This design comes from an exercise in tuning for small area and a short achievable clock period on the open sky130 flow, not from production work.
RTL that was checked went through simulation tests only; none was proved equivalent to the original.
The clock input has no modelled driver; a real chip could not lean on it and would need a root buffer or a full tree.
Power figures rest on the tool's default switching activity, not on a simulated workload.

Setup of v41:
## stopwatch_01
module stopwatch_01(clk,rst,key_reset,key_start_pasue,key_display_stop,hex0,hex1,hex2,hex3,hex4,hex5,hex6,hex7,led0,led1,led2,led3);
For scale: roughly 510 cells after synthesis, roughly 83 flip-flops, about 65 I/O pins, roughly 4100 µm² of cells after synthesis.
==> flow/config.mk <==
export PLATFORM = sky130hd
export DESIGN_NAME = stopwatch_01
export DESIGN_NICKNAME = stopwatch_01
export VERILOG_FILES = /design/flow/design.v
export SDC_FILE = /design/flow/constraint.sdc
export NUM_CORES = 4
export LEC_CHECK = 0
export ABC_AREA = 1
export CAP_MARGIN = 20
export CORE_MARGIN = 2
export CORE_UTILIZATION = 70
export SETUP_SLACK_MARGIN = 3.0
export SLEW_MARGIN = 20
export BUFFER_PORTS_ARGS = -buffer_cell sky130_fd_sc_hd__buf_1
==> flow/constraint.sdc <==
create_clock -name core_clock -period 5.0 [get_ports {clk}]
set_input_delay 1.0000 -clock core_clock [delete_from_list [all_inputs] [get_ports {clk}]]
set_output_delay 1.0000 -clock core_clock [all_outputs]
set_load 0.01 [all_outputs]
standard.sh (not shown) runs the stock make flow with config.mk's settings and CLKGATE_MAP_FILE= SYNTH_SCRIPT=/design/flow/synth_recipe.tcl, a recipe that flattens the netlist after the stock synthesis.
==> flow/flow/run.sh <==
#!/bin/bash
# Standard ORFS layout, with the port buffers inserted as small buf_1 cells
# instead of the default pick. All tool output goes to flow_make.log.
set -euo pipefail
cat >> config.mk <<'MK'
export BUFFER_PORTS_ARGS = -buffer_cell sky130_fd_sc_hd__buf_1
MK
bash standard.sh > flow_make.log 2>&1
As the logs show, v41 stopped at clock tree synthesis (4_1_cts) after a tool error, so it never reached the end of the flow.
Setup changes, v41 to v38
Settings: SETUP_SLACK_MARGIN removed (was 3.0).
- Status for v41 and v38: clean finish in v38 only
- As the logs show, v41 stopped at clock tree synthesis (4_1_cts) after a tool error, so it never reached the end of the flow.
- Changes observed in v38 relative to v41: number of buffers added by the clock tree synthesis step held steady; post-synthesis share of cell area spent on full adders, half adders and majority gates did not really move; instance count after placement with tap cells included level; HPWL after detailed placement now smaller.
- Changes observed in v38 relative to v41: post-synth net total flat; count of instances resized after the clock tree is built saw a decrease; area after synthesis stayed essentially flat; post-CTS setup-driven buffer insertion count moved down; compound-cell area share of the yosys netlist held.
#### Input delta (v49 over v38)
Settings: a change of CORE_UTILIZATION from 70 to 40; a deleted ABC_AREA that had been 1.
==> comparison <==
- On final setup slack of the worst path, v38 and v49 are basically level.
- v49 against v38: standard cell area after detailed placement rose by about 2.6%; share of synthesized area occupied by flip-flops and latches fell by 0.74 points; met3 global-route usage rose by 0.40 points.
- The final reports for v49 and v38 show fraction of synthesized cell area in xor and xnor cells higher in the former.
- v49 against v38: total clock network power dropped 9.2%; met2 capacity usage during global routing dropped 20 points.
- Comparing total power draw for v38 and v49, the bigger number came from v38.
- Relative to v38, the final cell area reported for v49 is higher.
- In the flow results for v38 and v49, the fraction of area in multi-input gates is smaller on v38.
What v17 does differently from v49 at the input level:
Settings: clearing BUFFER_PORTS_ARGS, which used to be -buffer_cell sky130_fd_sc_hd__buf_1.
==> flow/run.sh (new file) <==
#!/bin/bash
# synth_recipe.tcl (not shown) runs the flow's synth.tcl, then flattens the netlist and writes it again
# the make line also repeats each setting of config.mk as NAME=value (left out here)
make -C /OpenROAD-flow-scripts/flow DESIGN_CONFIG=/design/flow/config.mk WORK_HOME=/design/flow/orfs CLKGATE_MAP_FILE= SYNTH_SCRIPT=/design/flow/synth_recipe.tcl finish
removed: flow/flow/run.sh
removed: flow/standard.sh
Notes after the runs:
v49 reports its slowest library cell on the worst path as edfxtp_1 while v17 reports clkdlybuf4s50_1. Diff v49 -> v17 | aggregate routed wire length | increase of 74 µm. Per the comparison of v17 with v49, total non-filler cell area in the finished layout shows an increase of 400 µm², data arrival at the endpoint of the critical path climbed 370 ps, sum of routed wire segments on met1 now sits higher, pre-CTS worst setup slack went down by 490 ps. STATUS worst setup slack: v17 loses against v49. Relative to v49, routed wire length on met3 has decreased by 10% in v17. The sequential share of layout area in v17 sits 3.2 points below the value recorded for v49. From v17 to v49, width of the chip did not move at all. Total power of v17 is lower than that of v49. Clock tree skew after final layout in v17 is 3.3 ps below v49.
No run of this note included a check of the RTL's function; only the layout flow was run.

## try-delta
The RTL this note starts from:
==> flow/design.v <==
module stopwatch_01(clk,rst,key_reset,key_start_pasue,key_display_stop,hex0,hex1,hex2,hex3,hex4,hex5,hex6,hex7,led0,led1,led2,led3);
	input		clk,rst,key_reset,key_start_pasue,key_display_stop;
	output [6:0]	hex0,hex1,hex2,hex3,hex4,hex5,hex6,hex7;
	output	led0,led1,led2,led3;
	assign	led3 = 1'b0;
	reg	[1:0]	pre;
	wire	tick = pre[1];
	reg	[5:0]	hold_s, hold_d, hold_r;
	reg	start, freeze, cleared;
	reg	[3:0]	t0, t1, t2, t4, t6, t7;
	reg	[2:0]	t3, t5;
	reg	[3:0]	s0, s1, s2, s4, s6, s7;
	reg	[2:0]	s3, s5;
	wire	at50_s = hold_s[5] & hold_s[2] & hold_s[1] & hold_s[0];
	wire	at50_d = hold_d[5] & hold_d[2] & hold_d[1] & hold_d[0];
	wire	at50_r = hold_r[5] & hold_r[2] & hold_r[1] & hold_r[0];
	wire	push_s = tick & ~key_start_pasue;
	wire	push_d = tick & ~key_display_stop;
	wire	push_r = tick & ~key_reset;
	wire	fire_s = push_s & at50_s;
	wire	fire_d = push_d & at50_d;
	wire	fire_r = push_r & at50_r;
	wire	start_n, freeze_n;
	key_mux	u_ks(key_start_pasue, start, start ^ (tick & at50_s), start_n);
	key_mux	u_kd(key_display_stop, freeze, freeze ^ (tick & at50_d), freeze_n);
	wire	clr = rst | fire_r;
	function [3:0] step10;
		input [3:0] d;
		step10 = {~((~d[3] & d[0]) | (d[1])), (~d[3] & d[2]) | (~d[0]), ~((d[2] & ~d[0]) | (d[1])), (d[3]) | (~d[1] & d[0])};
	endfunction
	function [2:0] step6;
		input [2:0] d;
		step6 = {(d[0]), (~d[2] & ~d[1]) | (d[2] & d[0]), (~d[1])};
	endfunction
	function [3:0] step16;
		input [3:0] d;
		step16 = {(d[3] & ~d[2] & ~d[0]) | (~d[3] & d[0]) | (~d[2] & d[1]), (~d[3] & d[2] & d[1]) | (d[3] & ~d[2]) | (d[3] & ~d[1]), (d[1] & d[0]) | (~d[3] & d[2] & d[1]) | (d[2] & d[0]) | (~d[3] & ~d[2] & ~d[1] & ~d[0]), (~d[3] & d[1]) | (d[2] & d[1] & d[0]) | (~d[3] & d[2] & ~d[0]) | (d[3] & ~d[2] & ~d[1])};
	endfunction
	wire	n0 = (~t0[3] & ~t0[2] & t0[1]);
	wire	n1 = (~t1[3] & ~t1[2] & t1[1]);
	wire	n2 = (~t2[3] & ~t2[2] & t2[1]);
	wire	n3 = (t3[1] & ~t3[0]);
	wire	n4 = (~t4[3] & ~t4[2] & t4[1]);
	wire	n5 = (t5[1] & ~t5[0]);
	wire	n6 = (~t6[3] & ~t6[2] & t6[1]);
	wire	p1 = n0;
	wire	p2 = p1 & n1;
	wire	p3 = p2 & n2;
	wire	p4 = p3 & n3;
	wire	p5 = p4 & n4;
	wire	p6 = p5 & n5;
	wire	p7 = p6 & n6;
	wire	run;
	key_mux	u_run(key_start_pasue, tick & start, tick & (start ^ at50_s), run);
	wire	[7:0]	c;
	carry_gate	u_carry(run, {p7, p6, p5, p4, p3, p2, p1, 1'b1}, c);
	wire	c0 = c[0];
	wire	c1 = c[1];
	wire	c2 = c[2];
	wire	c3 = c[3];
	wire	c4 = c[4];
	wire	c5 = c[5];
	wire	c6 = c[6];
	wire	c7 = c[7];
	wire	[3:0]	t0_r = c0 ? step10(t0) : t0;
	wire	[3:0]	t1_r = c1 ? step10(t1) : t1;
	wire	[3:0]	t2_r = c2 ? step10(t2) : t2;
	wire	[2:0]	t3_r = c3 ? step6(t3) : t3;
	wire	[3:0]	t4_r = c4 ? step10(t4) : t4;
	wire	[2:0]	t5_r = c5 ? step6(t5) : t5;
	wire	[3:0]	t6_r = c6 ? step10(t6) : t6;
	wire	[3:0]	t7_r = c7 ? step16(t7) : t7;
	wire	[29:0]	t_n = {t7_r, t6_r, t5_r, t4_r, t3_r, t2_r, t1_r, t0_r} & {30{~clr}};
	wire	load = clr | ~freeze_n;
	wire	[29:0]	s_n;
	hold_mux	#(30)	u_hold(t_n, {s7, s6, s5, s4, s3, s2, s1, s0}, load, s_n);
	always @(posedge clk) begin
		pre[0] <= ~rst & ~pre[0] & ~pre[1];
		pre[1] <= ~rst & pre[0];
		hold_s <= rst ? 6'd0 : push_s ? (at50_s ? 6'd0 : {hold_s[4:0], ~(hold_s[5] ^ hold_s[0])}) : hold_s;
		hold_d <= rst ? 6'd0 : push_d ? (at50_d ? 6'd0 : {hold_d[4:0], ~(hold_d[5] ^ hold_d[0])}) : hold_d;
		hold_r <= rst ? 6'd0 : push_r ? (at50_r ? 6'd0 : {hold_r[4:0], ~(hold_r[5] ^ hold_r[0])}) : hold_r;
		start   <= ~rst & start_n;
		freeze  <= ~rst & freeze_n;
		cleared <= ~rst & (cleared | fire_r);
		{t7, t6, t5, t4, t3, t2, t1, t0} <= t_n;
		{s7, s6, s5, s4, s3, s2, s1, s0} <= s_n;
	end
	assign	led0 = start;
	assign	led1 = cleared;
	assign	led2 = freeze;
	dec10	u0(s0, hex0);
	dec10	u1(s1, hex1);
	dec10	u2(s2, hex2);
	dec6	u3(s3, hex3);
	dec10	u4(s4, hex4);
	dec6	u5(s5, hex5);
	dec10	u6(s6, hex6);
	dec16	u7(s7, hex7);
endmodule
module key_mux(k, released, pressed, y);
	input	k, released, pressed;
	output	y;
	assign	y = k ? released : pressed;
endmodule
module carry_gate(run, p, c);
	input		run;
	input	[7:0]	p;
	output	[7:0]	c;
	assign	c = p & {8{run}};
endmodule
module hold_mux(a, b, sel, y);
	parameter	W = 1;
	input	[W-1:0]	a, b;
	input		sel;
	output	[W-1:0]	y;
	assign	y = sel ? a : b;
endmodule
module dec10(d, seg);
	input	[3:0]	d;
	output	[6:0]	seg;
	assign	seg[0] = (d[1] & ~d[0]) | (~d[3] & d[2] & ~d[0]);
	assign	seg[1] = (d[3] & ~d[1]);
	assign	seg[2] = (~d[3] & d[2] & ~d[1] & d[0]);
	assign	seg[3] = (~d[3] & d[2] & ~d[0]) | (d[3] & d[1]);
	assign	seg[4] = (d[2] & ~d[0]) | (d[1]);
	assign	seg[5] = (d[3] & d[1]) | (~d[3] & d[2] & d[0]);
	assign	seg[6] = (~d[2] & ~d[0]) | (d[3] & d[1]);
endmodule
module dec6(d, seg);
	input	[2:0]	d;
	output	[6:0]	seg;
	assign	seg[0] = (d[1] & d[0]);
	assign	seg[1] = (d[1] & ~d[0]);
	assign	seg[2] = (d[2] & ~d[1]);
	assign	seg[3] = (d[1] & d[0]);
	assign	seg[4] = ~((~d[1] & ~d[0]));
	assign	seg[5] = (~d[2] & d[0]) | (d[2] & ~d[1]);
	assign	seg[6] = ~((~d[1] & d[0]) | (d[2]));
endmodule
module dec16(d, seg);
	input	[3:0]	d;
	output	[6:0]	seg;
	assign	seg[0] = (d[1]);
	assign	seg[1] = (d[1] & d[0]) | (d[2] & ~d[0]);
	assign	seg[2] = ~((d[2] & ~d[1]) | (~d[2] & ~d[0]) | (~d[3] & ~d[1]));
	assign	seg[3] = (~d[3] & ~d[2] & d[0]) | (d[1]);
	assign	seg[4] = (~d[3] & d[0]) | (d[1]) | (d[3] & d[2]);
	assign	seg[5] = ~((~d[1] & ~d[0]) | (d[3] & ~d[2] & ~d[0]) | (d[3] & d[2] & ~d[1]));
	assign	seg[6] = (d[1] & d[0]) | (~d[3] & ~d[2]) | (d[2] & d[1]);
endmodule
Settings: LEC_CHECK=0, ABC_AREA=1, CAP_MARGIN=20, CORE_MARGIN=2, CORE_UTILIZATION=50, SETUP_SLACK_MARGIN=3.0, SLEW_MARGIN=20, SYNTH_HIERARCHICAL=1, BUFFER_PORTS_ARGS=-buffer_cell sky130_fd_sc_hd__buf_1, PRE_CTS_TCL=/design/flow/flow/cts_pre.tcl; clock period 5.0 ns.
==> flow/flow/run.sh <==
#!/bin/bash
# The standard ORFS layout with two changes:
#  - port buffers are buf_1 cells (BUFFER_PORTS_ARGS),
#  - the clock is buffered by flow/cts_pre.tcl (four clkbuf_16 from the clock
#    port) in place of TritonCTS.
# The make output of the whole flow goes to flow_make.log here; ORFS keeps each
# step's own log under orfs/logs.
set -euo pipefail
here=$(pwd)
cat >> config.mk <<MK
export BUFFER_PORTS_ARGS = -buffer_cell sky130_fd_sc_hd__buf_1
export PRE_CTS_TCL = $here/flow/cts_pre.tcl
MK
bash standard.sh > flow_make.log 2>&1
==> flow/flow/clkbuf.tcl <==
# Clock buffering used in place of TritonCTS: the clock port drives a few
# clock buffers, each driving the flip-flops of one region of the die; the
# regions split the sinks into equal groups, first by x and then by y.
proc clk_split {keyed parts axis} {
  if {$parts <= 1} { return [list $keyed] }
  set keyed [lsort -integer -index $axis $keyed]
  set half [expr {[llength $keyed] / 2}]
  set sub [expr {$parts / 2}]
  set other [expr {1 - $axis}]
  return [concat [clk_split [lrange $keyed 0 [expr {$half - 1}]] $sub $other] \
                 [clk_split [lrange $keyed $half end] $sub $other]]
}

proc insert_clock_buffers {nbuf master_name} {
  set block [ord::get_db_block]
  set db [ord::get_db]
  set clknet [$block findNet clk]
  set master [$db findMaster $master_name]
  set keyed {}
  foreach it [$clknet getITerms] {
    set loc [[$it getInst] getLocation]
    lappend keyed [list [lindex $loc 0] [lindex $loc 1] $it]
  }
  set b 0
  foreach slice [clk_split $keyed $nbuf 0] {
    if {[llength $slice] == 0} continue
    set sx 0; set sy 0
    foreach k $slice { set sx [expr {$sx + [lindex $k 0]}]; set sy [expr {$sy + [lindex $k 1]}] }
    set cx [expr {int($sx / [llength $slice])}]
    set cy [expr {int($sy / [llength $slice])}]
    set inst [odb::dbInst_create $block $master "clkroot_buf_$b"]
    set net [odb::dbNet_create $block "clkroot_net_$b"]
    $net setSigType CLOCK
    foreach k $slice {
      set it [lindex $k 2]
      $it disconnect
      $it connect $net
    }
    [$inst findITerm A] connect $clknet
    [$inst findITerm X] connect $net
    $inst setLocation $cx $cy
    $inst setPlacementStatus PLACED
    incr b
  }
}
==> flow/flow/cts_pre.tcl <==
# Runs at the start of ORFS's CTS step (PRE_CTS_TCL). Instead of TritonCTS's
# two-level tree, the clock port drives four clkbuf_16 cells, each driving the
# flip-flops of one quarter of the die (sinks split by x), so every register's
# clock arrives through one buffer with no deliberate skew.
source [file join [file dirname [info script]] clkbuf.tcl]
insert_clock_buffers 4 sky130_fd_sc_hd__clkbuf_16
rename clock_tree_synthesis tritoncts_unused
proc clock_tree_synthesis {args} {
  set_propagated_clock [all_clocks]
}
try-delta completed every stage of the flow, and the final layout passed the timing, DRC and antenna checks.
diff inputs: try-delta => try-ember
diff --git a/flow/flow/cts_pre.tcl b/flow/flow/cts_pre.tcl
--- a/flow/flow/cts_pre.tcl
+++ b/flow/flow/cts_pre.tcl
@@ -2,3 +2,3 @@
 # two-level tree, the clock port drives four clkbuf_16 cells, each driving the
-# flip-flops of one quarter of the die (sinks split by x), so every register's
+# flip-flops of one quarter of the die (sinks split by x, then y), so every register's
 # clock arrives through one buffer with no deliberate skew.
diff --git a/flow/config.mk b/flow/config.mk
--- a/flow/config.mk
+++ b/flow/config.mk
@@ -11,3 +11,3 @@
 export CORE_UTILIZATION = 50
-export SETUP_SLACK_MARGIN = 3.0
+export SETUP_SLACK_MARGIN = 2.9
 export SLEW_MARGIN = 20
Findings:
Multi-input combinational gate total: try-ember vs try-delta, no meaningful difference. Share of cells above drive strength 1 (higher): try-delta. Worst setup skew after layout: try-ember vs try-delta — no meaningful difference. met2 wire length in try-ember is 7.9% below try-delta. Re layout-stage area growth over the synthesis result: try-delta was higher than try-ember. Per the comparison of try-ember with try-delta, total area of sequential cells down 11 um2; cell area down 160 um2. Per the comparison of try-ember with try-delta, number of cells on the worst reg-to-reg path shows an increase of 2; worst setup margin down 0.057 ns.
--- input diff try-ember..try-tundra ---
diff --git a/flow/flow/run.sh b/flow/flow/run.sh
--- a/flow/flow/run.sh
+++ b/flow/flow/run.sh
@@ -3,3 +3,3 @@
 #  - port buffers are buf_1 cells (BUFFER_PORTS_ARGS),
-#  - the clock is buffered by flow/cts_pre.tcl (four clkbuf_16 from the clock
+#  - the clock is buffered by flow/cts_pre.tcl (three clkbuf_16 from the clock
 #    port) in place of TritonCTS.
diff --git a/flow/flow/clkbuf.tcl b/flow/flow/clkbuf.tcl
--- a/flow/flow/clkbuf.tcl
+++ b/flow/flow/clkbuf.tcl
@@ -6,7 +6,8 @@
   set keyed [lsort -integer -index $axis $keyed]
-  set half [expr {[llength $keyed] / 2}]
-  set sub [expr {$parts / 2}]
+  set lo [expr {$parts / 2}]
+  set hi [expr {$parts - $lo}]
+  set cut [expr {([llength $keyed] * $lo) / $parts}]
   set other [expr {1 - $axis}]
-  return [concat [clk_split [lrange $keyed 0 [expr {$half - 1}]] $sub $other] \
-                 [clk_split [lrange $keyed $half end] $sub $other]]
+  return [concat [clk_split [lrange $keyed 0 [expr {$cut - 1}]] $lo $other] \
+                 [clk_split [lrange $keyed $cut end] $hi $other]]
 }
==> flow/flow/cts_pre.tcl <==
# Runs at the start of ORFS's CTS step (PRE_CTS_TCL). Instead of TritonCTS's
# two-level tree, the clock port drives three clkbuf_16 cells, each driving the
# flip-flops of one third of the die (sinks split by x, then y), so every register's
# clock arrives through one buffer with no deliberate skew.
source [file join [file dirname [info script]] clkbuf.tcl]
insert_clock_buffers 3 sky130_fd_sc_hd__clkbuf_16
rename clock_tree_synthesis tritoncts_unused
proc clock_tree_synthesis {args} {
  set_propagated_clock [all_clocks]
}
diff --git a/flow/config.mk b/flow/config.mk
--- a/flow/config.mk
+++ b/flow/config.mk
@@ -11,3 +11,3 @@
 export CORE_UTILIZATION = 50
-export SETUP_SLACK_MARGIN = 2.9
+export SETUP_SLACK_MARGIN = 2.95
 export SLEW_MARGIN = 20
[summary]
Across try-tundra and try-ember, none had a timing, DRC or antenna violation. try-tundra against try-ember: endpoint arrival time on the critical path lower, net total in the final layout higher. The final wirelength was comparable across try-tundra and try-ember. When the final numbers for try-tundra and try-ember were put side by side, the transition at the pin with the smallest max-transition slack turned out to be smaller in try-tundra. Cell depth of the worst setup path was higher in the run labelled try-ember. Delta(share of the clock period used by the worst path after layout, try-tundra - try-ember) < 0. Top achievable clock speed was lower in try-ember than in try-tundra. try-tundra against try-ember: total via count in the routed design +26; total power of the final layout saw a decrease; total internal power moved down. Fraction of power consumed by combinational cells, try-tundra and try-ember: higher on try-tundra.
In every run of this note, the design's own scripts or RTL, not TritonCTS, make the clock network.

what the ideal ports hide:
No port has a modelled driver above. Below, the same layouts with a new extraction and two added sets of constraints.
Step 1 assumes that a clkbuf_16 drives the clock port and a buf_2 every other input.
Step 2 moves the port delays by t, midway between the first and last clock arrival at a register: inputs arrive t later, outputs are due t later. That takes back most of the time a late clock gives input paths.
Three values: ideal, step 1, step 2; two values: the first two.
run	t, ns	setup slack, ns	worst hold slack (ns)	worst setup path after step 2	worst slew at a driven data input, ns
v38	0.369	2.265 / 2.236 / 1.979	0.418 / 0.418 / 0.418	input to register	0.03
v49	0.372	2.263 / 2.232 / 2.352	0.405 / 0.405 / 0.405	input to register	0.03
v17	0.367	1.890 / 1.860 / 1.840	0.406 / 0.406 / 0.406	input to register	0.03
try-delta	0.220	3.066 / 3.009 / 2.902	0.414 / 0.414 / 0.414	input to register	0.03
try-ember	0.220	3.009 / 2.955 / 2.847	0.414 / 0.414 / 0.414	input to register	0.03
try-tundra	0.220	3.036 / 2.977 / 2.867	0.418 / 0.418 / 0.418	input to register	0.03
After both steps every run listed still meets setup and hold. For v38, which loses most, drivers alone change the setup slack by -0.029 ns; drivers and shift together by -0.286 ns.
